Background: an optimization exercise with open tools, aiming at small area, a short achievable clock period and few clock cycles per item. Do not read the settings as production practice. At most, simulation tests tie the RTL to the original design; equivalence was not proved. Function not checked in runs 7 and 8: the RTL went through the layout flow alone. Power figures rest on the tool's default switching activity, not on a simulated workload.

==> flow/design.v <==
`timescale 1ns / 1ps
module sort_top ( t_go, t_rst, t_clk, t_n, t_wr_en, t_wr_addr, t_wr_data, t_sorted_data, t_done);
input t_go, t_rst, t_clk;
input [5:0] t_n;
input t_wr_en;
input [4:0] t_wr_addr;
input [7:0] t_wr_data;
output [7:0] t_sorted_data;
output t_done;
localparam R = 2;        
localparam C = 16;       
reg [7:0] v [0:R-1][0:C-1];
reg       act_e;         
reg       act_o;         
reg       merge;         
reg       calm1;         
reg       calm2;         
reg [4:0] cnt;           
reg [4:0] rl [0:R-1];    
reg [5:0] n_q;           
reg [7:0] out_q;
reg       done_q;
reg       idle;          
function gt8(input [7:0] x, input [7:0] y);
  reg [7:0] g, l;
  reg [3:0] g1, l1;
  reg [1:0] g2, l2;
  integer i;
  begin
    g = x & ~y;
    l = ~x & y;
    for (i = 0; i < 4; i = i + 1) begin
      g1[i] = g[2*i+1] | (~l[2*i+1] & g[2*i]);
      l1[i] = l[2*i+1] | (~g[2*i+1] & l[2*i]);
    end
    for (i = 0; i < 2; i = i + 1) begin
      g2[i] = g1[2*i+1] | (~l1[2*i+1] & g1[2*i]);
      l2[i] = l1[2*i+1] | (~g1[2*i+1] & l1[2*i]);
    end
    gt8 = g2[1] | (~l2[1] & g2[0]);
  end
endfunction
wire [C-2:0] sw [0:R-1];
wire [R-1:0] row_sw;
wire [R-1:0] hv;
wire [R-1:0] win;
reg          b_lt;
assign win[0] = hv[0] & (~hv[1] | ~b_lt);
assign win[1] = hv[1] & (~hv[0] | b_lt);
wire [R-1:0] adv;
assign adv[0] = (merge & win[0]) | sw[0][0];
assign adv[1] = (merge & win[1]) | sw[1][0];
wire b_lt_next = adv[0] ? (adv[1] ? gt8(v[0][1], v[1][1]) : gt8(v[0][1], v[1][0]))
                        : (adv[1] ? gt8(v[0][0], v[1][1]) : gt8(v[0][0], v[1][0]));
genvar r, j, q;
generate
  for (r = 0; r < R; r = r + 1) begin : g_row
    for (j = 0; j < C-1; j = j + 1) begin : g_pair
      wire act = (j % 2 == 1) ? act_o : act_e;
      assign sw[r][j] = act & (n_q > R * (j + 1) + r) & gt8(v[r][j], v[r][j+1]);
    end
    assign row_sw[r] = |sw[r];
    assign hv[r] = (rl[r] != 5'd0);
  end
endgenerate
generate
  for (r = 0; r < R; r = r + 1) begin : g_rc
    for (j = 0; j < C; j = j + 1) begin : g_cell
      wire s_wr    = t_wr_en & (t_wr_addr == R * j + r);
      wire s_right = (merge & win[r]) | ((j < C-1) ? sw[r][(j < C-1) ? j : 0] : 1'b0);
      wire s_left  = (j > 0) ? sw[r][(j > 0) ? j-1 : 0] : 1'b0;
      wire s_hold  = ~(s_wr | s_right | s_left);
      wire [7:0] vr = (j < C-1) ? v[r][(j < C-1) ? j+1 : j] : 8'd0;
      wire [7:0] vf = (j > 0) ? v[r][(j > 0) ? j-1 : j] : 8'd0;
      always @(posedge t_clk)
        v[r][j] <= ({8{s_wr}} & t_wr_data) | ({8{s_right}} & vr) | ({8{s_left}} & vf) | ({8{s_hold}} & v[r][j]);
    end
    always @(posedge t_clk) begin
      if (idle)
        rl[r] <= (t_n + (R - 1 - r)) >> 1;
      else if (merge & win[r])
        rl[r] <= rl[r] - 5'd1;
    end
  end
endgenerate
wire [7:0] head_min = ({8{win[0]}} & v[0][0]) | ({8{win[1]}} & v[1][0]);
assign t_sorted_data = out_q;
assign t_done = done_q;
always @(posedge t_clk) begin
  n_q <= t_n;
  out_q <= head_min;
  b_lt <= b_lt_next;
  if (t_rst) begin
    act_e <= 1'b0;
    act_o <= 1'b0;
    merge <= 1'b0;
    idle <= 1'b1;
    done_q <= 1'b0;
  end else begin
    done_q <= merge;
    if (idle) begin
      act_e <= t_go;
      idle <= ~t_go;
      cnt <= (t_n + 6'd1) >> 1;
      calm1 <= 1'b0;
      calm2 <= 1'b0;
    end else if (act_e | act_o) begin
      calm1 <= ~(|row_sw);
      calm2 <= calm1;
      if (cnt == 5'd1 || (calm1 && calm2)) begin
        act_e <= 1'b0;
        act_o <= 1'b0;
        merge <= 1'b1;
      end else begin
        act_e <= act_o;
        act_o <= act_e;
        cnt <= cnt - 5'd1;
      end
    end else begin
      if ((rl[0] == 5'd1 && rl[1] == 5'd0) || (rl[0] == 5'd0 && rl[1] == 5'd1)) begin
        merge <= 1'b0;
        idle <= 1'b1;
      end
    end
  end
end
endmodule
==> flow/flow/run.sh <==
#!/bin/bash
# The standard layout (standard.sh), except that abc maps the logic with an
# area-oriented script (flow/area.abc) in place of ORFS's speed script, and
# that the make variables listed in flow/make_args.txt (one per line) are
# added to ORFS's make command line. The synthesis is otherwise
# synth_recipe.tcl unchanged, so the registers and their names are the
# standard synthesis's. Each tool's output goes to a log here.
set -euo pipefail
W=$PWD
{
  printf 'proc abc {args} {\n'
  printf '  set i [lsearch -exact $args -script]\n'
  printf '  if {$i >= 0} { lset args [expr {$i + 1}] %s }\n' "$W/flow/area.abc"
  printf '  yosys abc {*}$args\n'
  printf '}\n'
  cat "$W/synth_recipe.tcl"
} > "$W/area_synth.tcl"
EXTRA=""
if [[ -f "$W/flow/make_args.txt" ]]; then
  while IFS= read -r line; do
    [[ -n "$line" ]] && EXTRA+=" '$line'"
  done < "$W/flow/make_args.txt"
fi
sed -e "s#SYNTH_SCRIPT=[^ ]*synth_recipe.tcl#SYNTH_SCRIPT=$W/area_synth.tcl#" \
    -e "s#^make -C \([^ ]*\) #make -C \1$EXTRA #" "$W/standard.sh" > "$W/area_standard.sh"
grep -q "SYNTH_SCRIPT=$W/area_synth.tcl" "$W/area_standard.sh"
bash "$W/area_standard.sh" > "$W/make.log" 2>&1
==> flow/flow/area.abc <==
strash
dch
map -a
topo
stime -c
==> flow/flow/make_args.txt <==
MATCH_CELL_FOOTPRINT=0
BUFFER_PORTS_ARGS=-buffer_cell sky130_fd_sc_hd__buf_4
==> flow/standard.sh <==
#!/bin/bash
# synth_recipe.tcl (not shown) runs the flow's synth.tcl, then flattens the netlist and writes it again
# the make line also repeats each setting of config.mk as NAME=value (left out here)
make -C /OpenROAD-flow-scripts/flow DESIGN_CONFIG=/design/flow/config.mk WORK_HOME=/design/flow/orfs CLKGATE_MAP_FILE= SYNTH_SCRIPT=/design/flow/synth_recipe.tcl "${@:-finish}"
==> flow/config.mk <==
export PLATFORM = sky130hd
export DESIGN_NAME = sort_top
export DESIGN_NICKNAME = sort_top
export VERILOG_FILES = /design/flow/design.v
export SDC_FILE = /design/flow/constraint.sdc
export NUM_CORES = 4
export LEC_CHECK = 0
export CAP_MARGIN = 20
export CORE_MARGIN = 2
export CORE_UTILIZATION = 40
export PLACE_DENSITY = 0.5
export SETUP_SLACK_MARGIN = 4.4
export SLEW_MARGIN = 20
==> flow/constraint.sdc <==
create_clock -name core_clock -period 6.5 [get_ports {t_clk}]
set_input_delay 1.3000 -clock core_clock [delete_from_list [all_inputs] [get_ports {t_clk}]]
set_output_delay 1.3000 -clock core_clock [all_outputs]
set_load 0.01 [all_outputs]
==> results of run 1 <==
## cells in the final DEF (no fill, tap or decap), drive strengths merged
cell type / Yosys / final
nand2: 546 / 549
buf: 0 / 289
dfxtp: 276 / 276
nor2: 206 / 206
clkinv: 374 / 183
inv: 0 / 150
a22oi: 144 / 144
o21ai: 135 / 135
o221ai: 126 / 126
a21oi: 100 / 100
a31oi: 93 / 93
o211ai: 82 / 82
o2111ai: 69 / 69
clkbuf: 0 / 55
clkinvlp: 0 / 49
o22ai: 47 / 47
nand3: 46 / 46
nor3: 43 / 43
edfxtp: 17 / 17
ha: 9 / 9
nand4: 8 / 8
a211oi: 8 / 8
a221o: 7 / 7
nor4: 7 / 7
xnor2: 6 / 6
a311oi: 6 / 6
xor2: 3 / 3
or2: 2 / 2
a2111oi: 2 / 2
a311o: 1 / 1
o311ai: 1 / 1
o32a: 1 / 1
a32oi: 1 / 1
bufinv: 0 / 1
## through the flow
step / cell area [um^2] / total power, W / setup WS [ns] / std cells / hold WS, ns
5_1_grt: 24700 / 0.0127 / 4.03 / 3254 / 0.512
3_5_place_dp: 18000 / 0.00780 / 2.80 / 2930 / 0.462
6_report: 24700 / 0.0119 / 4.14 / 3254 / 0.496
4_1_cts: 21500 / 0.0108 / 4.19 / 3125 / 0.493
2_1_floorplan: 17100 / 0.00643 / 3.85 / 2366 / 0.444
3_3_place_gp: 18000 / 0.00774 / 2.82 / 2930 / 0.455
## timing repair
item                                    in CTS  in global routing
endpoints found under the setup margin     280                277
resized for setup                          398                556
buffers inserted                           132                125
cloned                                       2                  4
pin swaps                                   68                138
## layout make-up
cell class                 count  share of cell area
multi-input combinational   1702               0.493
clock inverter                 7             0.00274
inverter                     374              0.0673
sequential                   293               0.251
clock buffer                  54              0.0443
tap                          532              0.0270
timing repair inverter         2            0.000507
timing repair buffer         290               0.115
## layer usage
metal,GRT usage,vias up
li1,-,9370
met4,0.0997,0
met3,0.0343,149
met2,0.461,600
met5,0,-
met1,0.432,9555
## tightest hold or removal path, cell delays in order (launching register included)
cell and delay (ns):
dfxtp_2 0.35, a22oi_2 0.06, o221ai_2 0.05
## state kept, by name (all words and copies together), names as in the netlist
signal  flops
n_q         6
done_q      1
rl         10
out_q       8
b_lt        1
act_o       1
calm1       1
idle        1
merge       1
v         256
cnt         5
calm2       1
act_e       1
## worst min-delay path by stage
stage / end / slack, ns / cells after the start
after floorplan: v[16][3]$_DFF_P_ / 0.44 / 2
final: v[13][1]$_DFF_P_ / 0.50 / 2
after detailed placement: v[12][3]$_DFF_P_ / 0.46 / 2
after CTS: v[12][3]$_DFF_P_ / 0.49 / 2
after global placement: v[16][3]$_DFF_P_ / 0.46 / 2
after global routing: v[4][3]$_DFF_P_ / 0.51 / 2
## power groups by stage
stage,Sequential (W),Combinational (W),Clock (W)
2_1_floorplan,0.00326,0.00317,0
3_3_place_gp,0.00355,0.00419,0
3_5_place_dp,0.00355,0.00424,0
4_1_cts,0.00365,0.00503,0.00208
5_1_grt,0.00395,0.00662,0.00214
6_report,0.00383,0.00602,0.00205
## logic make-up after synthesis
kind of cell / count (synthesis)
XOR/XNOR: 9
AO/OA/AOI/OAI: 823
flip-flops: 293
buffers and inverters: 374
adder cells (fa/ha/maj): 9
AND/OR/NAND/NOR: 858
==> impl_metrics.ini, run 1 <==
[timing]
slew_headroom = 0.575
hold_viol = 0
post-route-period-util = 0.363
rsz0062_at_grt = yes
fin_crit_ns = 2.36
finalSetupTns_ns = 0
tightest_slew_ns = 0.621
final_max_slew_viol_count = 0
fmax_mhz = 423
worst_clock_skew_ns = 0.0241
setup_violations = 0

[placement]
dp_hpwl_um = 46300
gp_congestion = 0.921
io_buffers = 31

[clock_network]
clk_latency_ns = 0.56
cts_sinks = 293
cts_tree = done
clk_pin_slew_ns = 0.06
cts_made_buffers = 37
hold_buffers = 0
clockBufferDepth = 3
htree_levels = 2
cts_root_buf = clkbuf_16

[synthesis]
yosysTopAreaCell = dfxtp_1
syn_nets = 2398
synth_cell_types = 29
yosys-top-cells-count = nand2_1 (546), clkinv_1 (374), dfxtp_1 (276)
synth-seq-area-share = 0.361
synthDominantCellAreaShare = 0.331
ys.flop_type = dfxtp_1
yosys.area_share.simple = 0.202
netlist_area_um2 = 16700
synth_compound_area_frac = 0.341
synth_area_leaders = dfxtp_1 (33%), nand2_1 (12%), clkinv_1 (8.4%), o221ai_1 (6.6%), a22oi_1 (6.5%)
synth.avg_cell_area_um2 = 7.06
yosysWarningCount = 3
synth_cells = 2366
muxShareOfSynthArea = 0
synth_xor_area_frac = 0.00472
synth_most_common_cell = nand2_1
async_flop_share = 0
synth_top_family_by_area = compound AO/OA/AOI/OAI gates
synth_edf_count = 17
ys_ff_latch = 293
synth_fa_ha_area_frac = 0.00674

[finish]
fillers = 3697
drive_above_1_share = 0.407
seq_area_um2 = 6190
nNetsFinal = 2732
multi_input_area_um2 = 12200
syn2layout_area_growth_pct = 47.6
postLayoutCoreUtil = 0.601
n_antenna_cell = 0

[worst_hold_path]
hp-class = flip-flop to flip-flop
min_from = v[14][1]$_DFF_P_

[route]
drtIter0Drc = 1500
drtAntennaViolNets = 0
wl_met3_um = 3880
vias_per_cell = 6.05
wl_met1_um = 31700
top_layer = met4
routed_wl_um = 69300
drc = 0
via_count = 19700
wl_per_cell_um = 21.3
drt_pass1_iterations = 6
wl_met2_um = 31400

[setup_path]
critical_path_class = flip-flop to flip-flop
reg2reg_slack_ns = 4.14
critPathMaxStageDelay_ns = 0.49
r2r_start = v[7][1]$_DFF_P_
crit_family = simple AND/OR/NAND/NOR gates
crit_start = v[7][1]$_DFF_P_
reg2reg_to = calm1$_SDFFCE_PP0P_
crit_top_cell = o211ai_1
critPathLaunchType = flip-flop
r2r_cells = 10
cp_num_cells = 10
path_max_fanout = 5
crit_chain = inv_4 > o211ai_1 > o221ai_1 > o211ai_1 > nand2_1 > nand2_4 > clkinvlp_4 > nor4_4 > nand4_1 > nor4_2
cp-end-kind = flip-flop
required_ns = 6.87
setup.worst_path.end = calm1$_SDFFCE_PP0P_
critPathBufInv = 2
critPathArrivalTime_ns = 2.73
cp_slowest_cell = nor4_4

[grt]
grt_pass1_vias = 17700
grt.overflow.total = 0
grt_max_degree = 30
grt_pass1_wl_um = 103000
groute.usage.overall = 0.299
antenna_found_initial = 0

[pwr]
ir_worst_vdd_mv = 0.242
p_per_area_nw_per_um2 = 482
clkPwrFrac = 0.172
p_sw_frac = 0.464
p_int_w = 0.00637
p_leak_nw = 8.73
seqPwrFrac = 0.322
power.switching_w = 0.00552
comb_power_share = 0.506

[die]
boundaryPins = 32
dieArea_um2 = 43400
fp-row-count = 74
initial_core_util = 0.407
die_w_um = 208
die_y_um = 208
core_area_um2 = 41000

[flow_run]
maxCapViolations = 0

[status]
outcome = complete, no violations
Testbench counts, summed over its fixed seeds: cycles 4,189, items 1,645.
==> run 2: changes to the inputs <==
==> flow/flow/area.abc (replaced) <==
strash
dch
map -a
strash
dch
map -a
strash
dch
map -a
strash
dch
map -a
strash
dch
map -a
strash
dch
map -a
strash
dch
map -a
strash
dch
map -a
strash
dch
map -a
strash
dch
map -a
topo
stime -c
--- a/flow/config.mk
+++ b/flow/config.mk
@@ -10,4 +10,4 @@
 export CORE_UTILIZATION = 40
 export PLACE_DENSITY = 0.5
-export SETUP_SLACK_MARGIN = 4.4
+export SETUP_SLACK_MARGIN = 4.2
 export SLEW_MARGIN = 20
==> run 2 against run 1 <==
Still clean on timing, DRC and antenna. Sequential power fell by 2%. Synthesized area fell by 6.6%. Register-to-register slack got worse by 0.14 ns. Hold slack got worse by 0.0056 ns. Non-clock buffer count fell by 35. Global-route usage rose by 1.5 points. Fmax fell by 5.6%. Die area fell by 6.4%. Routed wire length fell by 5.5%. Cell area fell by 10%. Clock skew fell by 0.010 ns. Via count fell by 9.2%. Critical endpoint unchanged.
==> impl_metrics.ini, run 2 <==
[setup_path]
critPathMaxStageDelay_ns = 0.40
critPathLaunchType = flip-flop
cp-end-kind = flip-flop
critical_path_class = flip-flop to flip-flop
r2r_cells = 11
crit_family = simple AND/OR/NAND/NOR gates
required_ns = 6.87
critPathArrivalTime_ns = 2.87
cp_num_cells = 11
critPathBufInv = 1
crit_chain = nor2_4 > nor2_1 > nor2_2 > inv_2 > a31oi_4 > a211oi_1 > nand2_2 > nand4_1 > nor3_4 > nand3_2 > nor4_4
cp_slowest_cell = dfxtp_4
path_max_fanout = 7

[route]
drtIter0Drc = 1355
drtAntennaViolNets = 0
drt_pass1_iterations = 5
wl_per_cell_um = 23.3
drc = 0
vias_per_cell = 6.37
routed_wl_um = 65500
via_count = 17900

[grt]
grt.overflow.total = 0
antenna_found_initial = 1
grt_pass1_wl_um = 101000
grt_pass1_vias = 16800
grt_max_degree = 27
groute.usage.overall = 0.314

[clock_network]
clockBufferDepth = 3
htree_levels = 2
clk_pin_slew_ns = 0.06
cts_root_buf = clkbuf_16
cts_tree = done
clk_latency_ns = 0.55
cts_sinks = 293
hold_buffers = 0
cts_made_buffers = 37

[pwr]
ir_worst_vdd_mv = 0.278
p_leak_nw = 7.95
p_per_area_nw_per_um2 = 486

[flow_run]
maxCapViolations = 0

[synthesis]
synth_edf_count = 17
netlist_area_um2 = 15600
synth_cells = 1969
yosys-top-cells-count = clkinv_1 (301), nand2_1 (290), dfxtp_1 (276)
synth-seq-area-share = 0.387
ys.flop_type = dfxtp_1
synthDominantCellAreaShare = 0.354
syn_nets = 2001
yosysWarningCount = 3
synth_area_leaders = dfxtp_1 (35%), a22oi_1 (13%), clkinv_1 (7.2%), nand2_1 (7.0%), o22ai_1 (6.2%)
synth.avg_cell_area_um2 = 7.93
synth_cell_types = 33
ys_ff_latch = 293
synth_most_common_cell = clkinv_1
yosysTopAreaCell = dfxtp_1
async_flop_share = 0

[die]
die_y_um = 202
initial_core_util = 0.405
fp-row-count = 72
core_area_um2 = 38600
dieArea_um2 = 40600
die_w_um = 202
boundaryPins = 32

[timing]
fin_crit_ns = 2.50
post-route-period-util = 0.385
fmax_mhz = 400
worst_clock_skew_ns = 0.0140
final_max_slew_viol_count = 0
hold_viol = 0
rsz0062_at_grt = yes
finalSetupTns_ns = 0
tightest_slew_ns = 0.743
setup_violations = 0
finalHoldWorstSlack_ns = 0.491
slew_headroom = 0.501

[finish]
final_cell_mix = nand2_1 (210), dfxtp_1 (208), clkinv_1 (195), a22oi_1 (187), buf_4 (171)
top_regs = v x256, rl x10, out_q x8
largest_reg_flops = 256
fillers = 3536
postLayoutCoreUtil = 0.574
nNetsFinal = 2296
layout_commonest_cell = nand2_1
syn2layout_area_growth_pct = 41.7
top_register = v
n_antenna_cell = 0
drive_above_1_share = 0.371

[worst_hold_path]
hold_depth = 2
hp-class = flip-flop to flip-flop

[placement]
dp_hpwl_um = 45200
gp_congestion = 0.872
io_buffers = 31

[status]
outcome = complete, no violations
==> run 2: changes by cell type in the layout (fill, tap and decap cells not counted), sizes merged, moves of 22 or more <==
cell / before / now
a21oi: 100 / 61
a221o: 7 / 58
a221oi: 0 / 26
a22oi: 144 / 261
a31oi: 93 / 11
buf: 289 / 254
inv: 150 / 71
nand2: 549 / 290
nand3: 46 / 24
nor2: 206 / 129
o2111ai: 69 / 3
o21ai: 135 / 86
o221ai: 126 / 104
o22ai: 47 / 156
==> run 2: area by class of cell <==
cell class	instances	area [um^2]	area share
Inverter	301	1270	0.0573
Timing Repair Buffer	255	2460	0.111
Timing Repair inverter	1	7.51	0.000339
Clock buffer	58	1090	0.0495
Tap cell	518	648	0.0293
Multi-Input combinational cell	1375	10500	0.473
Clock inverter	5	25.0	0.00113
Sequential cell	293	6160	0.278
==> run 2: report_power, final <==
part,internal (W),switching [W],total (W)
Combinational,0.00229,0.00271,0.00501
Sequential,0.00263,0.00114,0.00377
Clock,0.00115,0.000820,0.00197
Total,0.00607,0.00467,0.0107
==> run 2: tightest hold or removal path, stage by stage (launching register included) <==
cell and delay [ns]:
dfxtp_2 0.36, a22oi_2 0.06, nand2_1 0.05
==> run 2: final timing paths <==
check / start / to / slack, ns
setup / recovery: n_q[2]$_DFF_P_ / calm1$_SDFFCE_PP0P_ / 4.00
hold / removal: v[29][1]$_DFF_P_ / v[29][1]$_DFF_P_ / 0.49
setup reg to reg: n_q[2]$_DFF_P_ / calm1$_SDFFCE_PP0P_ / 4.00
hold reg to reg: v[29][1]$_DFF_P_ / v[29][1]$_DFF_P_ / 0.49
==> run 2: repair_timing <==
item,4_1_cts,5_1_grt
setup endpoints to repair,275,275
buffers inserted,133,87
gates cloned,2,0
pin swaps,70,91
gates resized for setup,403,263
==> run 2: routing by layer <==
metal | part of all wire | GRT usage | wire length [um] | up-vias
li1 | - | - | - | 8284
met1 | 0.44 | 0.428 | 28600 | 8782
met2 | 0.47 | 0.511 | 30700 | 668
met3 | 0.061 | 0.0426 | 4000 | 130
met4 | 0.033 | 0.108 | 2170 | 0
met5 | 0 | 0 | 0 | -
==> run 2: metrics by stage <==
stage	total power [W]	setup WS, ns	area, um^2	std cells
floorplan	0.00605	3.87	15800	1969
global placement	0.00728	2.67	16700	2521
detailed placement	0.00730	2.78	16700	2521
CTS	0.0101	3.86	20400	2719
global route	0.0114	3.92	22100	2806
finish	0.0107	4.00	22100	2806
==> run 2: cells by family (layout without fill, tap and decap cells) <==
family	after synthesis	count (layout)	synth area share
adder cells (fa/ha/maj)	9	9	0.00721
flip-flops	293	293	0.387
XOR/XNOR	5	5	0.00280
AO/OA/AOI/OAI	861	861	0.403
buffers and inverters	301	620	0.0723
AND/OR/NAND/NOR	500	500	0.128
==> run 3: changes to the inputs <==
==> flow/flow/area.abc (replaced) <==
strash
dch
map -a
topo
stime -c
==> run 3 against run 2 <==
Synthesized cell count rose by 20%. Hold slack lost 0.014 ns. Die area grew 6.9%.
==> impl_metrics.ini, run 3 <==
[status]
outcome = complete, no violations

[grt]
groute.usage.overall = 0.293
antenna_found_initial = 0
grt_pass1_wl_um = 101000
grt.overflow.total = 0
grt_pass1_vias = 17400
grt_max_degree = 30

[finish]
layout_commonest_cell = nand2_1
drive_above_1_share = 0.240
postLayoutCoreUtil = 0.529
largest_reg_flops = 256
top_regs = v x256, rl x10, out_q x8
nNetsFinal = 2620
seq_area_um2 = 6120
fillers = 4066
top_register = v
n_antenna_cell = 0
multi_input_area_um2 = 10500
final_cell_mix = nand2_1 (510), clkinv_1 (244), dfxtp_1 (217), buf_4 (157), a22oi_1 (142)
syn2layout_area_growth_pct = 29.8

[pwr]
clkPwrFrac = 0.195
comb_power_share = 0.466
p_sw_frac = 0.455
p_int_w = 0.00585
ir_worst_vdd_mv = 0.254
p_per_area_nw_per_um2 = 494
seqPwrFrac = 0.340
power.switching_w = 0.00488
p_leak_nw = 7.60

[placement]
dp_hpwl_um = 46800
gp_congestion = 0.910
io_buffers = 31

[timing]
final_max_slew_viol_count = 0
post-route-period-util = 0.359
fmax_mhz = 429
hold_viol = 0
rsz0062_at_grt = yes
tightest_slew_ns = 0.728
setup_violations = 0
worst_clock_skew_ns = 0.0271
slew_headroom = 0.511
fin_crit_ns = 2.33
finalHoldWorstSlack_ns = 0.477
finalSetupTns_ns = 0

[die]
die_w_um = 208
dieArea_um2 = 43400
boundaryPins = 32
die_y_um = 208
core_area_um2 = 41000
fp-row-count = 74
initial_core_util = 0.407

[synthesis]
synth-seq-area-share = 0.361
synth_edf_count = 17
synth_cells = 2366
synth_most_common_cell = nand2_1
syn_nets = 2398
async_flop_share = 0
synthDominantCellAreaShare = 0.331
yosysWarningCount = 3
synth_area_leaders = dfxtp_1 (33%), nand2_1 (12%), clkinv_1 (8.4%), o221ai_1 (6.6%), a22oi_1 (6.5%)
synth_cell_types = 29
synth.avg_cell_area_um2 = 7.06
netlist_area_um2 = 16700
yosys-top-cells-count = nand2_1 (546), clkinv_1 (374), dfxtp_1 (276)
ys.flop_type = dfxtp_1
ys_ff_latch = 293
yosysTopAreaCell = dfxtp_1

[route]
drt_pass1_iterations = 5
drtAntennaViolNets = 0
drc = 0
routed_wl_um = 65800
vias_per_cell = 6.03
wl_per_cell_um = 20.9
via_count = 19000
drtIter0Drc = 1634

[worst_hold_path]
hp-class = flip-flop to flip-flop
min_from = v[16][3]$_DFF_P_

[setup_path]
critPathLaunchType = flip-flop
critPathArrivalTime_ns = 2.73
cp-end-kind = flip-flop
critical_path_class = flip-flop to flip-flop
r2r_start = v[12][3]$_DFF_P_
required_ns = 6.90
crit_start = v[12][3]$_DFF_P_
path_max_fanout = 4

[clock_network]
hold_buffers = 0
clk_latency_ns = 0.57
cts_sinks = 293
clockBufferDepth = 3
cts_made_buffers = 37
clk_pin_slew_ns = 0.06
cts_root_buf = clkbuf_16
htree_levels = 2
cts_tree = done

[flow_run]
maxCapViolations = 0
run 3: final cells by class:
type,instances,area share
clock buffer,59,0.0546
inverter,374,0.0715
multi-input combinational,1699,0.485
sequential,293,0.282
timing repair buffer,183,0.0741
clock inverter,7,0.00179
tap,532,0.0307
run 3: logic make-up after synthesis:
group,share of synthesized area
AO/OA/AOI/OAI,0.341
XOR/XNOR,0.00472
AND/OR/NAND/NOR,0.202
flip-flops,0.361
adder cells (fa/ha/maj),0.00674
buffers and inverters,0.0840
run 3: worst max-delay path, cell delays in order (launching register included):
cell,delay (ns)
dfxtp_1,0.35
inv_2,0.07
buf_4,0.14
nand2_1,0.09
nand3_1,0.13
a31oi_4,0.23
o21ai_4,0.11
nand3_2,0.12
clkinvlp_4,0.12
nor4_4,0.30
nand4_1,0.25
nor4_2,0.26
run 3: stage by stage:
step / total power [W] / worst slack [ns] / cells / area (um^2)
2_1_floorplan: 0.00640 / 3.86 / 2366 / 17000
3_3_place_gp: 0.00772 / 2.77 / 2932 / 17900
3_5_place_dp: 0.00779 / 3.06 / 2932 / 17900
4_1_cts: 0.0102 / 4.08 / 3054 / 20300
5_1_grt: 0.0115 / 4.09 / 3147 / 21700
6_report: 0.0107 / 4.17 / 3147 / 21700
run 3: what timing repair did:
item | in CTS | in global routing
setup endpoints to repair | 277 | 258
setup buffers | 56 | 93
pin swaps | 27 | 60
endpoints found under the hold margin | 0 | 0
resized for setup | 212 | 216
run 3: path summary, 6_finish.rpt:
kind                               to  slack, ns  depth (start not counted)
setup reg to reg  calm1$_SDFFCE_PP0P_       4.17                         11
hold reg to reg      v[16][3]$_DFF_P_       0.48                          2
hold / removal       v[16][3]$_DFF_P_       0.48                          2
setup / recovery  calm1$_SDFFCE_PP0P_       4.17                         11
run 3: per-layer routing:
layer  vias up  routed length, um  track usage
li1       9144                  -            -
met1      9068              30800        0.420
met2       647              29300        0.460
met3       123               3930       0.0334
met4         0               1740       0.0903
met5         -                  0            0
run 3: power groups by stage:
| stage | clock network [W] | logic, W | registers [W] |
|---|---|---|---|
| 5_1_grt | 0.00220 | 0.00555 | 0.00374 |
| 2_1_floorplan | 0 | 0.00314 | 0.00326 |
| 6_report | 0.00209 | 0.00499 | 0.00364 |
| 3_5_place_dp | 0 | 0.00424 | 0.00355 |
| 3_3_place_gp | 0 | 0.00418 | 0.00354 |
| 4_1_cts | 0.00213 | 0.00457 | 0.00354 |
==> run 4: changes to the inputs <==
--- a/flow/config.mk
+++ b/flow/config.mk
@@ -10,4 +10,4 @@
 export CORE_UTILIZATION = 40
 export PLACE_DENSITY = 0.5
-export SETUP_SLACK_MARGIN = 4.2
+export SETUP_SLACK_MARGIN = 4.1
 export SLEW_MARGIN = 20
==> run 4 against run 3 <==
Die area did not move. Via count decreased by 1.5%. Cell area down 3.7%. Largest cell class unchanged. Sequential power decreased by 1%. Routed wire length decreased by 1.9%. Global-route usage fell by 0.20 points. Fmax down 3.3%. Combinational power down 5.0%. Clock power down 2%. Still clean. Utilization decreased by 1.9 points. Register-to-register slack got worse by 0.08 ns.
==> impl_metrics.ini, run 4 <==
[timing]
worst_clock_skew_ns = 0.0193
finalSetupTns_ns = 0
tightest_slew_ns = 0.752
fmax_mhz = 415
final_max_slew_viol_count = 0
setup_violations = 0
post-route-period-util = 0.371
slew_headroom = 0.494
finalWorstSetupSlack_ns = 4.09
hold_viol = 0
fin_crit_ns = 2.41
finalHoldWorstSlack_ns = 0.487
rsz0062_at_grt = yes

[die]
dieArea_um2 = 43400
die_y_um = 208
core_area_um2 = 41000
die_w_um = 208
initial_core_util = 0.407
boundaryPins = 32
fp-row-count = 74

[finish]
finalNonFillerCells = 3097
top_regs = v x256, rl x10, out_q x8
drive_above_1_share = 0.188
fillers = 4177
finalInstanceArea_um2 = 20900
top_register = v
largest_reg_flops = 256
syn2layout_area_growth_pct = 25.0
final_cell_mix = nand2_1 (513), clkinv_1 (268), dfxtp_1 (250), nor2_1 (151), a22oi_1 (144)
nNetsFinal = 2572
layout_commonest_cell = nand2_1
n_antenna_cell = 0

[placement]
dp.cells = 2932
io_buffers = 31
dp_hpwl_um = 46700
gp_congestion = 0.907
place_ws_ns = 2.84
place_area_um2 = 17900

[route]
drt_pass1_iterations = 5
vias_per_cell = 6.04
drc = 0
drtIter0Drc = 1360
wl_per_cell_um = 20.8
via_count = 18700
routed_wl_um = 64500
drtAntennaViolNets = 0

[synthesis]
synth.avg_cell_area_um2 = 7.06
ys_ff_latch = 293
syn_nets = 2398
synth_most_common_cell = nand2_1
synth_cell_types = 29
synth_compound_area_frac = 0.341
yosys-top-cells-count = nand2_1 (546), clkinv_1 (374), dfxtp_1 (276)
muxShareOfSynthArea = 0
synth_top_family_by_area = compound AO/OA/AOI/OAI gates
synth_fa_ha_area_frac = 0.00674
async_flop_share = 0
yosysTopAreaCell = dfxtp_1
ys.flop_type = dfxtp_1
synth-seq-area-share = 0.361
yosysWarningCount = 3
netlist_area_um2 = 16700
synthDominantCellAreaShare = 0.331
synth_edf_count = 17
synth_cells = 2366
synth_xor_area_frac = 0.00472
synth_area_leaders = dfxtp_1 (33%), nand2_1 (12%), clkinv_1 (8.4%), o221ai_1 (6.6%), a22oi_1 (6.5%)
yosys.area_share.simple = 0.202

[clock_network]
clk_pin_slew_ns = 0.06
htree_levels = 2
cts_root_buf = clkbuf_16
cts_tree = done
clk_latency_ns = 0.55
clockBufferDepth = 3
cts_made_buffers = 37
cts_sinks = 293

[status]
outcome = complete, no violations

[setup_path]
crit_chain = clkinvlp_4 > nand2_4 > nor3_4 > nand2_1 > a21oi_1 > nand2_4 > clkinvlp_4 > nor4_4 > nand4_1 > nor4_1
path_max_fanout = 5
critical_path_class = flip-flop to flip-flop
critPathBufInv = 2
critPathLaunchType = flip-flop
critPathMaxStageDelay_ns = 0.42
critPathArrivalTime_ns = 2.78
cp_slowest_cell = dfxtp_4
crit_family = simple AND/OR/NAND/NOR gates
cp-end-kind = flip-flop
required_ns = 6.87

[grt]
met3_usage = 0.0309
grt_max_degree = 30
antenna_found_initial = 1
groute.usage.overall = 0.291
grt_pass1_wl_um = 101000
use_met2 = 0.452
grt_pass1_vias = 17200
top_usage_layer = met2
grt.overflow.total = 0
use_met1 = 0.422

[pwr]
power.switching_w = 0.00474
p_sw_frac = 0.456
ir_worst_vdd_mv = 0.250
clkPwrFrac = 0.197
comb_power_share = 0.457
p_per_area_nw_per_um2 = 497
p_int_w = 0.00565
seqPwrFrac = 0.346
p_leak_nw = 7.23

[flow_run]
maxCapViolations = 0

[worst_hold_path]
hp-class = flip-flop to flip-flop
## run 4: cell types whose count changed in the layout (fill, tap and decap cells not counted), sizes merged
cell and delta:
clkbuf +1, buf -48, inv -25, clkinv +22
## run 4: layer usage
metal	vias up	wire length, um
li1	9070	-
met1	8878	30400
met2	632	28600
met3	110	3820
met4	2	1780
met5	-	10
## run 4: tightest hold or removal path, delay by kind of cell, from the launching register on
family | cells | cell delay [ns]
DFF | 1 | 0.33
and+or+nand+nor | 1 | 0.06
AOI/OAI and AO/OA | 1 | 0.08
## run 4: cell families after synthesis
kind of cell / Yosys count
XOR/XNOR: 9
flip-flops: 293
adder cells (fa/ha/maj): 9
buffers and inverters: 374
AO/OA/AOI/OAI: 823
AND/OR/NAND/NOR: 858
## run 4: final timing paths
path / cells past startpoint / end / slack [ns] / start
max: 10 / calm1$_SDFFCE_PP0P_ / 4.09 / n_q[5]$_DFF_P_
min: 2 / v[22][3]$_DFF_P_ / 0.49 / v[21][3]$_DFF_P_
max reg2reg: 10 / calm1$_SDFFCE_PP0P_ / 4.09 / n_q[5]$_DFF_P_
min reg2reg: 2 / v[22][3]$_DFF_P_ / 0.49 / v[21][3]$_DFF_P_
## run 4: final cells by class
type | count | area [um^2] | share of cell area
sequential | 293 | 6080 | 0.291
inverter | 374 | 1550 | 0.0741
tap | 532 | 666 | 0.0319
multi-input combinational | 1699 | 10300 | 0.494
timing repair buffer | 135 | 1090 | 0.0521
clock buffer | 60 | 1170 | 0.0561
clock inverter | 4 | 20.0 | 0.000958
## run 4: repair_timing
action                     in CTS  in global routing
pin swaps                      19                 35
resized for setup             155                164
buffers inserted               39                 62
setup endpoints to repair     268                266
hold buffers                    0                  0
## run 4: metrics by stage
stage          power [W]   util
2_1_floorplan    0.00639      -
3_3_place_gp     0.00771  0.436
3_5_place_dp     0.00777  0.436
4_1_cts           0.0101  0.486
5_1_grt           0.0112  0.509
6_report          0.0104  0.509
## run 4: power by group through the flow
stage | Clock [W] | Combinational, W | Sequential (W)
floorplan | 0 | 0.00313 | 0.00326
global placement | 0 | 0.00416 | 0.00355
detailed placement | 0 | 0.00422 | 0.00355
CTS | 0.00209 | 0.00447 | 0.00353
global route | 0.00215 | 0.00530 | 0.00371
finish | 0.00205 | 0.00474 | 0.00359
==> run 5: changes to the inputs <==
--- a/flow/config.mk
+++ b/flow/config.mk
@@ -10,4 +10,4 @@
 export CORE_UTILIZATION = 40
 export PLACE_DENSITY = 0.5
-export SETUP_SLACK_MARGIN = 4.1
+export SETUP_SLACK_MARGIN = 4.3
 export SLEW_MARGIN = 20
==> run 5 against run 4 <==
Synthesized area did not move. Sequential power up 3%. Combinational power grew 12%. Critical path type is now input port to flip-flop. Critical endpoint is now v[28][7]$_DFF_P_.
==> impl_metrics.ini, run 5 <==
[status]
outcome = complete, no violations

[setup_path]
crit_chain = buf_8 > clkinvlp_4 > nor2_4 > clkinvlp_4 > buf_12 > buf_6 > nor2_4 > nor3_2 > inv_2 > o221ai_2
critPathMaxStageDelay_ns = 0.18
cp_num_cells = 10
cp-end-kind = flip-flop
critPathLaunchType = input port
crit_family = buffers and inverters
cp_slowest_cell = nor2_4
r2r_cells = 8
required_ns = 6.91
critPathArrivalTime_ns = 2.72
critical_path_class = input port to flip-flop
critPathBufInv = 6
path_max_fanout = 8

[worst_hold_path]
hold_depth = 2
hp-class = flip-flop to flip-flop

[die]
die_w_um = 208
boundaryPins = 32
core_area_um2 = 41000
die_y_um = 208
fp-row-count = 74
dieArea_um2 = 43400
initial_core_util = 0.407

[grt]
grt_pass1_wl_um = 101000
groute.usage.overall = 0.294
grt_max_degree = 30
antenna_found_initial = 1
grt_pass1_vias = 17500
grt.overflow.total = 0

[synthesis]
ys_ff_latch = 293
synth_edf_count = 17
netlist_area_um2 = 16700
synthDominantCellAreaShare = 0.331
ys.flop_type = dfxtp_1
synth_top_family_by_area = compound AO/OA/AOI/OAI gates
yosys-top-cells-count = nand2_1 (546), clkinv_1 (374), dfxtp_1 (276)
synth_compound_area_frac = 0.341
synth_fa_ha_area_frac = 0.00674
yosysWarningCount = 3
synth.avg_cell_area_um2 = 7.06
muxShareOfSynthArea = 0
synth-seq-area-share = 0.361
synth_area_leaders = dfxtp_1 (33%), nand2_1 (12%), clkinv_1 (8.4%), o221ai_1 (6.6%), a22oi_1 (6.5%)
synth_most_common_cell = nand2_1
syn_nets = 2398
async_flop_share = 0
yosys.area_share.simple = 0.202
synth_cell_types = 29
synth_cells = 2366
yosysTopAreaCell = dfxtp_1
synth_xor_area_frac = 0.00472

[finish]
fillers = 3961
syn2layout_area_growth_pct = 34.2
top_regs = v x256, rl x10, out_q x8
top_register = v
final_cell_mix = nand2_1 (488), clkinv_1 (198), dfxtp_1 (192), buf_4 (157), inv_2 (139)
n_antenna_cell = 0
seq_area_um2 = 6170
multi_input_area_um2 = 11100
nNetsFinal = 2641
layout_commonest_cell = nand2_1
largest_reg_flops = 256
finalInstanceArea_um2 = 22400
drive_above_1_share = 0.305

[pwr]
p_sw_frac = 0.458
ir_worst_vdd_mv = 0.237
p_per_area_nw_per_um2 = 491
power.switching_w = 0.00504
clkPwrFrac = 0.183
seqPwrFrac = 0.336
comb_power_share = 0.481
p_int_w = 0.00596
p_leak_nw = 7.87

[clock_network]
clockBufferDepth = 3
cts_root_buf = clkbuf_16
cts_made_buffers = 36
clk_pin_slew_ns = 0.06
cts_sinks = 293
clk_latency_ns = 0.55
cts_tree = done
htree_levels = 2
hold_buffers = 0

[route]
drc = 0
routed_wl_um = 66700
drtAntennaViolNets = 0
drt_pass1_iterations = 6
drtIter0Drc = 1611
vias_per_cell = 6.07
wl_per_cell_um = 21.1
via_count = 19200

[placement]
io_buffers = 31
dp_hpwl_um = 46500
place_area_um2 = 18000
gp_congestion = 0.909

[timing]
fmax_mhz = 432
tightest_slew_ns = 0.708
post-route-period-util = 0.356
rsz0062_at_grt = yes
finalSetupTns_ns = 0
hold_viol = 0
final_max_slew_viol_count = 0
worst_clock_skew_ns = 0.0173
fin_crit_ns = 2.31
setup_violations = 0
slew_headroom = 0.524

[flow_run]
maxCapViolations = 0
run 5: cell count changes in the layout (fill, tap and decap cells not counted), moves of 33 or more:
cell / delta
clkinv_1: -70
inv_2: +69
dfxtp_1: -58
dfxtp_2: +49
nor2_1: -33
o221ai_1: -33
o221ai_2: +33
run 5: path summary, 6_finish.rpt:
check / start / to / slack [ns]
worst max register to register: n_q[3]$_DFF_P_ / calm1$_SDFFCE_PP0P_ / 4.21
worst min register to register: v[19][3]$_DFF_P_ / v[20][3]$_DFF_P_ / 0.49
worst max-delay path: t_wr_en / v[28][7]$_DFF_P_ / 4.19
worst min-delay path: v[19][3]$_DFF_P_ / v[20][3]$_DFF_P_ / 0.49
run 5: through the flow:
stage	hold slack (ns)	setup WS, ns	util	std cells	total power (W)
after CTS	0.474	4.20	0.504	3083	0.0103
after global placement	0.456	3.18	0.438	2931	0.00774
final	0.490	4.19	0.547	3166	0.0110
after global routing	0.508	4.07	0.547	3166	0.0118
after floorplan	0.444	3.85	-	2366	0.00642
after detailed placement	0.459	3.17	0.438	2931	0.00781
run 5: worst min-delay path, delay by kind of cell, from the launching register on:
family	cells	cell delay (ns)
AND/OR/NAND/NOR	1	0.06
AO/OA/AOI/OAI	1	0.07
flip-flops	1	0.33
run 5: metal layers:
metal,up-vias,GRT usage,part of all wire
met3,126,0.0433,0.061
met4,2,0.100,0.030
li1,9182,-,-
met1,9274,0.417,0.46
met2,638,0.457,0.45
met5,-,0,0.00020
run 5: what timing repair did:
item / CTS / global route
setup buffers: 89 / 79
endpoints found under the setup margin: 280 / 269
pin swaps: 45 / 83
gates resized for setup: 266 / 358
gates cloned: 0 / 4
run 5: cell type report:
| class | count | area share |
|---|---|---|
| multi-input combinational | 1702 | 0.494 |
| sequential | 293 | 0.275 |
| timing repair buffer | 202 | 0.0808 |
| inverter | 374 | 0.0693 |
| clock inverter | 8 | 0.00390 |
| clock buffer | 55 | 0.0470 |
| tap | 532 | 0.0297 |
run 5: cells by family after synthesis:
| group | after synthesis |
|---|---|
| AOI/OAI and AO/OA | 823 |
| xor gates and xnor gates | 9 |
| adders and majority gates | 9 |
| buffers and inverters | 374 |
| DFF | 293 |
| and+or+nand+nor | 858 |
run 5: power by group through the flow:
stage	clock network, W	logic, W	registers [W]
after global routing	0.00210	0.00587	0.00381
after detailed placement	0	0.00426	0.00355
after CTS	0.00204	0.00471	0.00356
after floorplan	0	0.00316	0.00326
after global placement	0	0.00418	0.00355
final	0.00201	0.00530	0.00369
==> run 6: changes to the inputs <==
==> flow/flow/area.abc (replaced) <==
strash
dch
map -a
strash
dch
map -a
strash
dch
map -a
strash
dch
map -a
strash
dch
map -a
strash
dch
map -a
strash
dch
map -a
strash
dch
map -a
strash
dch
map -a
strash
dch
map -a
topo
stime -c
--- a/flow/config.mk
+++ b/flow/config.mk
@@ -8,6 +8,6 @@
 export CAP_MARGIN = 20
 export CORE_MARGIN = 2
-export CORE_UTILIZATION = 40
-export PLACE_DENSITY = 0.5
-export SETUP_SLACK_MARGIN = 4.3
+export CORE_UTILIZATION = 45
+export PLACE_DENSITY = 0.6
+export SETUP_SLACK_MARGIN = 4.2
 export SLEW_MARGIN = 20
==> run 6 against run 5 <==
Cell area fell by 0.14%. Flip-flop and latch count did not move. Total power decreased by 1.9%. Still clean. Largest power group unchanged.
==> impl_metrics.ini, run 6 <==
[die]
boundaryPins = 32
initial_core_util = 0.454
dieArea_um2 = 36200
die_w_um = 190
fp-row-count = 68
core_area_um2 = 34400
die_y_um = 190

[timing]
fin_crit_ns = 2.70
post-route-period-util = 0.416
worst_clock_skew_ns = 0.0165
hold_viol = 0
setup_violations = 0
final_max_slew_viol_count = 0
fmax_mhz = 370
tightest_slew_ns = 0.776
slew_headroom = 0.480
rsz0062_at_grt = yes
finalSetupTns_ns = 0

[synthesis]
synth_most_common_cell = clkinv_1
yosys-top-cells-count = clkinv_1 (301), nand2_1 (290), dfxtp_1 (276)
synth-seq-area-share = 0.387
synth_edf_count = 17
ys_ff_latch = 293
synth.avg_cell_area_um2 = 7.93
synthDominantCellAreaShare = 0.354
synth_cell_types = 33
synth_area_leaders = dfxtp_1 (35%), a22oi_1 (13%), clkinv_1 (7.2%), nand2_1 (7.0%), o22ai_1 (6.2%)
yosysTopAreaCell = dfxtp_1
ys.flop_type = dfxtp_1
synth_cells = 1969
async_flop_share = 0
netlist_area_um2 = 15600
yosysWarningCount = 3
syn_nets = 2001

[setup_path]
critPathLaunchType = flip-flop
critPathArrivalTime_ns = 3.01
cp-end-kind = flip-flop
path_max_fanout = 4
critical_path_class = flip-flop to flip-flop
required_ns = 6.80

[clock_network]
clk_pin_slew_ns = 0.06
htree_levels = 2
clockBufferDepth = 3
cts_sinks = 293
cts_made_buffers = 36
clk_latency_ns = 0.54
cts_tree = done
cts_root_buf = clkbuf_16

[finish]
drive_above_1_share = 0.385
n_antenna_cell = 0
nNetsFinal = 2347
final_cell_mix = buf_4 (230), nand2_1 (223), a22oi_1 (207), dfxtp_1 (202), clkinv_1 (184)
top_regs = v x256, rl x10, out_q x8
syn2layout_area_growth_pct = 43.5
finalInstanceArea_um2 = 22400
largest_reg_flops = 256
fillers = 2841
multi_input_area_um2 = 10400
seq_area_um2 = 6180
layout_commonest_cell = buf_4
top_register = v

[placement]
io_buffers = 31
place_area_um2 = 16700
gp_congestion = 0.911
dp_hpwl_um = 41900

[pwr]
p_leak_nw = 8.26
comb_power_share = 0.466
ir_worst_vdd_mv = 0.279
clkPwrFrac = 0.187
power.switching_w = 0.00468
p_per_area_nw_per_um2 = 482
p_sw_frac = 0.434
seqPwrFrac = 0.347
p_int_w = 0.00611

[route]
routed_wl_um = 64500
drc = 0
drtIter0Drc = 2161
via_count = 18600
drt_pass1_iterations = 7
vias_per_cell = 6.64
wl_per_cell_um = 23.1
drtAntennaViolNets = 0

[grt]
antenna_found_initial = 0
grt_pass1_wl_um = 96400
grt_pass1_vias = 17000
groute.usage.overall = 0.332
grt.overflow.total = 0
grt_max_degree = 27

[worst_hold_path]
hp-class = flip-flop to flip-flop

[status]
outcome = complete, no violations

[flow_run]
maxCapViolations = 0
==> run 6: cells by family (layout without fill, tap and decap cells) <==
group | after synthesis | count (layout) | synth area share
buffers and inverters | 301 | 672 | 0.0723
AO/OA/AOI/OAI | 861 | 861 | 0.403
adder cells (fa/ha/maj) | 9 | 9 | 0.00721
XOR/XNOR | 5 | 5 | 0.00280
flip-flops | 293 | 293 | 0.387
AND/OR/NAND/NOR | 500 | 501 | 0.128
==> run 6: timing repair <==
action | in CTS | in global routing
cloned | 1 | 3
pin swaps | 73 | 92
buffers inserted | 143 | 129
resized for setup | 354 | 301
endpoints found under the hold margin | 0 | 0
hold buffers | 0 | 0
endpoints found under the setup margin | 269 | 284
==> run 6: final cells by class <==
type | instances | area share
inverters | 301 | 0.0561
clock buffers | 56 | 0.0490
clock inverters | 8 | 0.00324
repair inverters | 1 | 0.000335
well taps | 455 | 0.0254
multi-input cells | 1376 | 0.464
repair buffers | 306 | 0.126
flip-flops and latches | 293 | 0.276
==> run 6: path summary, 6_finish.rpt <==
| kind | slack, ns | depth (start not counted) | to | start |
|---|---|---|---|---|
| max | 3.80 | 12 | calm1$_SDFFCE_PP0P_ | v[28][0]$_DFF_P_ |
| min | 0.49 | 2 | v[16][4]$_DFF_P_ | v[16][4]$_DFF_P_ |
| max reg2reg | 3.80 | 12 | calm1$_SDFFCE_PP0P_ | v[28][0]$_DFF_P_ |
| min reg2reg | 0.49 | 2 | v[16][4]$_DFF_P_ | v[16][4]$_DFF_P_ |
==> run 6: through the flow <==
stage          std cells  total power [W]  setup slack (ns)   util  hold slack [ns]
6_report            2796           0.0108              3.80  0.652            0.485
5_1_grt             2796           0.0114              3.65  0.652            0.517
4_1_cts             2664          0.00994              3.72  0.587            0.483
3_5_place_dp        2456          0.00722              2.33  0.484            0.468
3_3_place_gp        2456          0.00717              2.13  0.484            0.455
2_1_floorplan       1969          0.00605              3.87      -            0.425
==> run 6: power groups by stage <==
stage                     sequential (W)  combinational, W  clock [W]
final                            0.00374           0.00503    0.00202
after global routing             0.00385           0.00545    0.00211
after detailed placement         0.00357           0.00365          0
after CTS                        0.00359           0.00432    0.00203
after floorplan                  0.00327           0.00278          0
after global placement           0.00357           0.00360          0
==> run 6: metal layers <==
layer / share of wire / vias to the layer above / GRT usage
met4: 0.044 / 0 / 0.127
met1: 0.41 / 8985 / 0.451
met3: 0.090 / 220 / 0.0550
li1: - / 8374 / -
met2: 0.46 / 996 / 0.530
met5: 0 / - / 0
==> run 6: worst max-delay path, cell delays in order (launching register included) <==
cell and delay (ns):
dfxtp_1 0.39, clkinv_1 0.15, a31oi_1 0.20, o21ai_1 0.12, nand4_1 0.15, a32oi_1 0.14, nand3_2 0.15, inv_2 0.10
nor3_2 0.17, nand4_1 0.17, nor4_4 0.26, nand3_2 0.15, nor4_4 0.33
==> run 7: changes to the inputs <==
--- a/flow/design.v
+++ b/flow/design.v
@@ -18,5 +18,4 @@
 reg [4:0] cnt;           
 reg [4:0] rl [0:R-1];    
-reg [5:0] n_q;           
 reg [7:0] out_q;
 reg       done_q;
@@ -57,6 +56,6 @@
   for (r = 0; r < R; r = r + 1) begin : g_row
     for (j = 0; j < C-1; j = j + 1) begin : g_pair
-      wire act = (j % 2 == 1) ? act_o : act_e;
-      assign sw[r][j] = act & (n_q > R * (j + 1) + r) & gt8(v[r][j], v[r][j+1]);
+      wire act = (j % 2 == 1) ? act_o : (act_e | (idle & t_go));
+      assign sw[r][j] = act & (t_n > R * (j + 1) + r) & gt8(v[r][j], v[r][j+1]);
     end
     assign row_sw[r] = |sw[r];
@@ -88,5 +87,4 @@
 assign t_done = done_q;
 always @(posedge t_clk) begin
-  n_q <= t_n;
   out_q <= head_min;
   b_lt <= b_lt_next;
@@ -100,8 +98,13 @@
     done_q <= merge;
     if (idle) begin
-      act_e <= t_go;
       idle <= ~t_go;
-      cnt <= (t_n + 6'd1) >> 1;
-      calm1 <= 1'b0;
+      if (t_go) begin
+        if (t_n <= 6'd2)
+          merge <= 1'b1;
+        else
+          act_o <= 1'b1;
+      end
+      cnt <= ((t_n + 6'd1) >> 1) - 5'd1;
+      calm1 <= ~(|row_sw);
       calm2 <= 1'b0;
     end else if (act_e | act_o) begin
==> flow/flow/area.abc (replaced) <==
strash
dch
map -a
topo
stime -c
--- a/flow/config.mk
+++ b/flow/config.mk
@@ -8,6 +8,6 @@
 export CAP_MARGIN = 20
 export CORE_MARGIN = 2
-export CORE_UTILIZATION = 45
-export PLACE_DENSITY = 0.6
+export CORE_UTILIZATION = 40
+export PLACE_DENSITY = 0.5
 export SETUP_SLACK_MARGIN = 4.2
 export SLEW_MARGIN = 20
==> run 7 against run 6 <==
Critical path type is now input port to flip-flop. Clock-buffer cell count did not move. Sequential share of layout area decreased by 2.2 points. Still clean. Register-to-register slack about the same.
==> impl_metrics.ini, run 7 <==
[status]
outcome = complete, no violations

[setup_path]
critPathArrivalTime_ns = 3.27
critPathLaunchType = input port
cp_slowest_cell = nor4_4
crit_top_cell = clkinvlp_4
critPathBufInv = 5
crit_family = simple AND/OR/NAND/NOR gates
crit_start = t_n[4]
cp-end-kind = flip-flop
critical_path_class = input port to flip-flop
cp_num_cells = 12
reg2reg_to = calm1$_DFFE_PP_
r2r_cells = 10
setup.worst_path.end = calm1$_DFFE_PP_
reg2reg_slack_ns = 3.80
path_max_fanout = 4
crit_chain = buf_12 > clkinvlp_4 > nor2_4 > inv_4 > nor3_4 > buf_6 > a211oi_4 > nand2_2 > clkinvlp_4 > nor4_4 > nand3_1 > nor4_2
r2r_start = v[27][5]$_DFF_P_
required_ns = 6.89
critPathMaxStageDelay_ns = 0.51

[clock_network]
cts_made_buffers = 37
htree_levels = 2
clockBufferDepth = 3
clk_latency_ns = 0.56
clk_pin_slew_ns = 0.06
cts_tree = done
cts_root_buf = clkbuf_16
cts_sinks = 287

[timing]
tightest_slew_ns = 0.795
rsz0062_at_grt = yes
worst_clock_skew_ns = 0.0276
slew_headroom = 0.468
finalSetupTns_ns = 0
final_max_slew_viol_count = 0
finalHoldWorstSlack_ns = 0.468
fmax_mhz = 347
post-route-period-util = 0.443
hold_viol = 0
fin_crit_ns = 2.88
setup_violations = 0

[placement]
gp_congestion = 0.883
io_buffers = 31
dp.cells = 3004
place_area_um2 = 18500
dp_hpwl_um = 47200

[synthesis]
synthDominantCellAreaShare = 0.320
ys.flop_type = dfxtp_1
muxShareOfSynthArea = 0.00118
synth_most_common_cell = nand2_1
yosysTopAreaCell = dfxtp_1
synth_compound_area_frac = 0.330
synth_fa_ha_area_frac = 0.00962
yosys-top-cells-count = nand2_1 (600), clkinv_1 (374), dfxtp_1 (270)
synth-seq-area-share = 0.350
synth.avg_cell_area_um2 = 6.95
netlist_area_um2 = 16900
async_flop_share = 0
yosysWarningCount = 3
yosys.area_share.simple = 0.219
synth_area_leaders = dfxtp_1 (32%), nand2_1 (13%), clkinv_1 (8.3%), a22oi_1 (6.7%), nor2_1 (5.0%)
syn_nets = 2469
ys_ff_latch = 287
synth_edf_count = 17
synth_cell_types = 33
synth_cells = 2433
synth_top_family_by_area = compound AO/OA/AOI/OAI gates
synth_xor_area_frac = 0.00673

[finish]
nNetsFinal = 2741
final_cell_mix = nand2_1 (515), clkinv_1 (298), dfxtp_1 (263), nor2_1 (154), a22oi_1 (144)
finalNonFillerCells = 3266
n_antenna_cell = 0
fillers = 3970
top_register = v
largest_reg_flops = 256
top_regs = v x256, rl x10, out_q x8
finalInstanceArea_um2 = 23300
syn2layout_area_growth_pct = 38.0
layout_commonest_cell = nand2_1
drive_above_1_share = 0.253

[grt]
groute.usage.overall = 0.303
grt.overflow.total = 0
antenna_found_initial = 0
grt_pass1_vias = 18500
grt_max_degree = 31
grt_pass1_wl_um = 105000

[pwr]
p_leak_nw = 8.19
ir_worst_vdd_mv = 0.253
p_per_area_nw_per_um2 = 457

[route]
drc = 0
via_count = 19700
routed_wl_um = 68300
drtAntennaViolNets = 0
wl_per_cell_um = 20.9
drtIter0Drc = 1249
drt_pass1_iterations = 5
vias_per_cell = 6.02

[die]
fp-row-count = 75
initial_core_util = 0.404
boundaryPins = 32
die_y_um = 210
die_w_um = 210
core_area_um2 = 41900
dieArea_um2 = 43900

[flow_run]
maxCapViolations = 0

[worst_hold_path]
hp-class = flip-flop to flip-flop
[run 7: final cells by class]
class / instances / area (um^2) / share of cell area
flip-flops and latches: 287 / 5920 / 0.254
well taps: 539 / 674 / 0.0289
inverters: 374 / 1550 / 0.0663
multi-input cells: 1773 / 11800 / 0.504
repair buffers: 232 / 2220 / 0.0950
clock buffers: 56 / 1140 / 0.0488
clock inverters: 5 / 78.8 / 0.00338
[run 7: cells by family (layout without fill, tap and decap cells)]
| family | after synthesis | after routing |
|---|---|---|
| simple gates | 943 | 944 |
| compound gates | 801 | 801 |
| buf+inv | 374 | 667 |
| flops | 287 | 287 |
| fa+ha+maj | 13 | 13 |
| xor+xnor | 13 | 13 |
| mux | 2 | 2 |
[run 7: how the worst min path moves through the flow]
stage,start,end,cells after the start
final,v[10][2]$_DFF_P_,v[10][2]$_DFF_P_,2
after detailed placement,v[10][2]$_DFF_P_,v[10][2]$_DFF_P_,2
after global routing,v[10][0]$_DFF_P_,v[10][0]$_DFF_P_,2
after CTS,v[10][2]$_DFF_P_,v[10][2]$_DFF_P_,2
after global placement,v[10][0]$_DFF_P_,v[10][0]$_DFF_P_,2
after floorplan,v[10][0]$_DFF_P_,v[10][0]$_DFF_P_,2
[run 7: routing by layer]
layer	part of all wire	wire length [um]	global-route usage
met5	0	0	0
met4	0.033	2270	0.113
met3	0.050	3380	0.0344
met2	0.49	33400	0.522
met1	0.43	29300	0.390
[run 7: worst register-to-register path, cell delays in order, from the launching register on]
cell and delay, ns:
dfxtp_1 0.37, clkinv_1 0.25, nor2_1 0.20, a21oi_1 0.06, a21oi_1 0.14, o21ai_0 0.26
nand3_2 0.23, clkinvlp_4 0.20, nor4_4 0.51, nand3_1 0.16, nor4_2 0.15
[run 7: power by group]
part / total (W) / internal (W) / switching (W)
Combinational: 0.00536 / 0.00216 / 0.00320
Clock: 0.00211 / 0.00128 / 0.000829
Sequential: 0.00319 / 0.00239 / 0.000799
Total: 0.0107 / 0.00583 / 0.00483
[run 7: repair_timing]
| action | CTS | global route |
|---|---|---|
| hold buffers | 0 | 0 |
| setup endpoints to repair | 285 | 276 |
| cloned | 1 | 1 |
| buffers inserted | 127 | 72 |
| gates resized for setup | 234 | 216 |
| pin swaps | 66 | 77 |
[run 7: stage by stage]
step                      setup WS [ns]  utilization  total power [W]
final                              3.62        0.558           0.0107
after global routing               3.56        0.558           0.0114
after CTS                          3.70        0.520           0.0100
after detailed placement           2.57        0.443          0.00731
after global placement             2.14        0.443          0.00725
after floorplan                    3.59            -          0.00599
==> run 8: changes to the inputs <==
--- a/flow/design.v
+++ b/flow/design.v
@@ -106,5 +106,5 @@
       end
       cnt <= ((t_n + 6'd1) >> 1) - 5'd1;
-      calm1 <= ~(|row_sw);
+      calm1 <= 1'b0;
       calm2 <= 1'b0;
     end else if (act_e | act_o) begin
==> run 8 against run 7 <==
First-iteration DRC count increased by 33%. Combinational power increased by 6.7%. Clock power increased by 5%. Hold slack got worse by 0.0072 ns. Cell area increased by 2.7%. Flip-flop and latch count unchanged. Utilization increased by 1.5 points. Via count increased by 1.0%. Critical endpoint is now calm1$_SDFFCE_PP0P_. Synthesized area about the same. Die area about the same. Setup slack improved by 0.10 ns. Cell count increased by 0.31%. Still clean on timing, DRC and antenna.
==> impl_metrics.ini, run 8 <==
[route]
via_count = 19900
drtAntennaViolNets = 0
drc = 0
drtIter0Drc = 1662
routed_wl_um = 70300
vias_per_cell = 6.06
wl_per_cell_um = 21.5
drt_pass1_iterations = 5

[synthesis]
ys.flop_type = dfxtp_1
synth_most_common_cell = nand2_1
synth_area_leaders = dfxtp_1 (32%), nand2_1 (13%), clkinv_1 (8.4%), a22oi_1 (6.5%), o221ai_1 (5.0%)
synth_cell_types = 37
synth_edf_count = 17
yosys-top-cells-count = nand2_1 (601), clkinv_1 (378), dfxtp_1 (270)
netlist_area_um2 = 16900
muxShareOfSynthArea = 0.00178
synth_compound_area_frac = 0.332
async_flop_share = 0
synth_fa_ha_area_frac = 0.0104
yosys.area_share.simple = 0.215
synth_cells = 2418
synth.avg_cell_area_um2 = 6.99
synth-seq-area-share = 0.350
yosysWarningCount = 3
synth_top_family_by_area = compound AO/OA/AOI/OAI gates
synth_xor_area_frac = 0.00725
synthDominantCellAreaShare = 0.320
ys_ff_latch = 287
syn_nets = 2455
yosysTopAreaCell = dfxtp_1

[grt]
antenna_found_initial = 0
grt_max_degree = 30
grt_pass1_vias = 18600
grt.overflow.total = 0
grt_pass1_wl_um = 108000
groute.usage.overall = 0.311

[timing]
fmax_mhz = 360
post-route-period-util = 0.427
finalWorstSetupSlack_ns = 3.72
fin_crit_ns = 2.78
final_max_slew_viol_count = 0
setup_violations = 0
tightest_slew_ns = 0.796
finalSetupTns_ns = 0
hold_viol = 0
slew_headroom = 0.467
finalHoldWorstSlack_ns = 0.460
rsz0062_at_grt = yes
worst_clock_skew_ns = 0.0183

[die]
dieArea_um2 = 43900
core_area_um2 = 41900
initial_core_util = 0.404
fp-row-count = 75
boundaryPins = 32
die_w_um = 210
die_y_um = 210

[setup_path]
cp_num_cells = 11
r2r_start = v[22][1]$_DFF_P_
path_max_fanout = 8
critPathBufInv = 4
setup.worst_path.end = calm1$_SDFFCE_PP0P_
critPathLaunchType = input port
cp_slowest_cell = nor3_4
required_ns = 6.90
crit_chain = buf_12 > clkinvlp_4 > buf_12 > nor3_4 > buf_6 > a221oi_4 > nand2_2 > nand4_1 > nor3_2 > nand3_2 > nor3_2
crit_start = t_n[2]
critPathArrivalTime_ns = 3.18
cp-end-kind = flip-flop
critical_path_class = input port to flip-flop
critPathMaxStageDelay_ns = 0.29
crit_family = simple AND/OR/NAND/NOR gates
r2r_cells = 11
reg2reg_to = v[23][1]$_DFF_P_
reg2reg_slack_ns = 3.93

[status]
outcome = complete, no violations

[placement]
place_ws_ns = 2.68
dp.cells = 2989
io_buffers = 31
dp_hpwl_um = 48900
gp_congestion = 0.896

[finish]
largest_reg_flops = 256
layout_commonest_cell = nand2_1
syn2layout_area_growth_pct = 41.7
final_cell_mix = nand2_1 (519), clkinv_1 (305), dfxtp_1 (256), buf_4 (166), nor2_1 (145)
top_regs = v x256, rl x10, out_q x8
nNetsFinal = 2745
n_antenna_cell = 0
finalNonFillerCells = 3276
top_register = v
drive_above_1_share = 0.277

[clock_network]
cts_tree = done
cts_sinks = 287
htree_levels = 2
clk_latency_ns = 0.57
cts_made_buffers = 39
hold_buffers = 0
clockBufferDepth = 3
clk_pin_slew_ns = 0.06
cts_root_buf = clkbuf_16

[pwr]
p_per_area_nw_per_um2 = 466
ir_worst_vdd_mv = 0.270
total_power_w = 0.0112
p_leak_nw = 8.37

[flow_run]
maxCapViolations = 0

[worst_hold_path]
hp-class = flip-flop to flip-flop
run 8: changes by cell type after synthesis, moves of 5 or more:
| cell | delta |
|---|---|
| a21oi_1 | -14 |
| o21ai_0 | -6 |
| a311oi_1 | -5 |
| a22oi_1 | -5 |
| nor2_1 | -12 |
| o221ai_1 | +7 |
run 8: worst min-delay path by stage:
stage | startpoint | endpoint | slack [ns] | cells after the start
final | v[27][0]$_DFF_P_ | v[27][0]$_DFF_P_ | 0.46 | 2
after global routing | v[27][0]$_DFF_P_ | v[27][0]$_DFF_P_ | 0.48 | 2
after CTS | v[27][0]$_DFF_P_ | v[27][0]$_DFF_P_ | 0.46 | 2
after detailed placement | v[27][0]$_DFF_P_ | v[27][0]$_DFF_P_ | 0.45 | 2
after global placement | v[27][0]$_DFF_P_ | v[27][0]$_DFF_P_ | 0.44 | 2
after floorplan | v[27][0]$_DFF_P_ | v[27][0]$_DFF_P_ | 0.43 | 2
run 8: cell families (layout without fill, tap and decap cells):
| family | after synthesis | in the layout |
|---|---|---|
| fa+ha+maj | 14 | 14 |
| compound gates | 796 | 796 |
| flops | 287 | 287 |
| simple gates | 926 | 926 |
| xor+xnor | 14 | 14 |
| mux | 3 | 3 |
| buf+inv | 378 | 697 |
run 8: final cells by class:
type                    count  area, um^2
clock buffers              61        1240
clock inverters             9        70.1
fillers                  3877       17900
inverters                 378        1600
multi-input cells        1753       12100
flip-flops and latches    287        5930
well taps                 539         674
repair buffers            249        2370
run 8: routing by layer:
layer	GRT usage	routed length, um
met3	0.0422	3930
met2	0.515	33300
met1	0.418	30800
met4	0.104	2280
met5	0	0
run 8: where the power goes:
group | leakage, nW | internal [W] | switching [W]
Clock | 0.658 | 0.00135 | 0.000870
Sequential | 2.41 | 0.00243 | 0.000817
Combinational | 5.31 | 0.00231 | 0.00341
Total | 8.37 | 0.00608 | 0.00509
run 8: stage by stage:
step           utilization  area, um^2
3_3_place_gp         0.443       18500
4_1_cts              0.531       22200
5_1_grt              0.573       24000
2_1_floorplan            -       17600
6_report             0.573       24000
3_5_place_dp         0.443       18500
run 8: worst min-delay path, delay by kind of cell, from the launching register on:
family,cells,cell delay [ns]
AND/OR/NAND/NOR,2,0.10
flip-flops,1,0.33
run 8: timing repair:
item / 4_1_cts / 5_1_grt
pin swaps: 98 / 110
gates resized for setup: 290 / 247
setup endpoints to repair: 284 / 277
setup buffers: 137 / 80

==> what the ideal ports hide <==
Ports are ideal in the flow. The routed layouts listed here were re-timed in OpenROAD. Step 1 (the two cells are an assumption about what drives the block):
set clk [get_ports {t_clk}]
set_driving_cell -lib_cell sky130_fd_sc_hd__clkbuf_16 $clk
set_driving_cell -lib_cell sky130_fd_sc_hd__buf_2 [delete_from_list [all_inputs] $clk]
Step 2 times the ports against the registers' clock, not the clock port: input delays grow and output delays shrink by t, the midpoint of the rising clock arrivals with the driver on. Three values: ideal ports, drivers, drivers and shift; two values: the first two.
run | shift t [ns] | setup WS [ns] | hold slack, ns | slew at the worst register clock pin (ns)
run 1 | 0.608 | 4.139 / 4.139 / 3.699 | 0.496 / 0.496 / 0.496 | 0.06 / 0.06
run 2 | 0.598 | 3.998 / 3.998 / 3.514 | 0.491 / 0.491 / 0.491 | 0.06 / 0.06
run 3 | 0.617 | 4.168 / 4.149 / 3.658 | 0.477 / 0.477 / 0.477 | 0.06 / 0.06
run 4 | 0.605 | 4.089 / 4.089 / 3.583 | 0.487 / 0.487 / 0.487 | 0.06 / 0.06
run 5 | 0.597 | 4.186 / 4.167 / 3.594 | 0.490 / 0.490 / 0.490 | 0.06 / 0.06
run 6 | 0.593 | 3.796 / 3.796 / 3.444 | 0.485 / 0.485 / 0.485 | 0.06 / 0.06
run 7 | 0.605 | 3.621 / 3.576 / 2.971 | 0.468 / 0.468 / 0.468 | 0.06 / 0.06
run 8 | 0.623 | 3.722 / 3.718 / 3.096 | 0.460 / 0.460 / 0.460 | 0.06 / 0.06
After both steps every run listed still meets setup and hold. The setup slack of run 7, which loses most, moves by -0.045 ns with the drivers and by -0.650 ns with both steps.
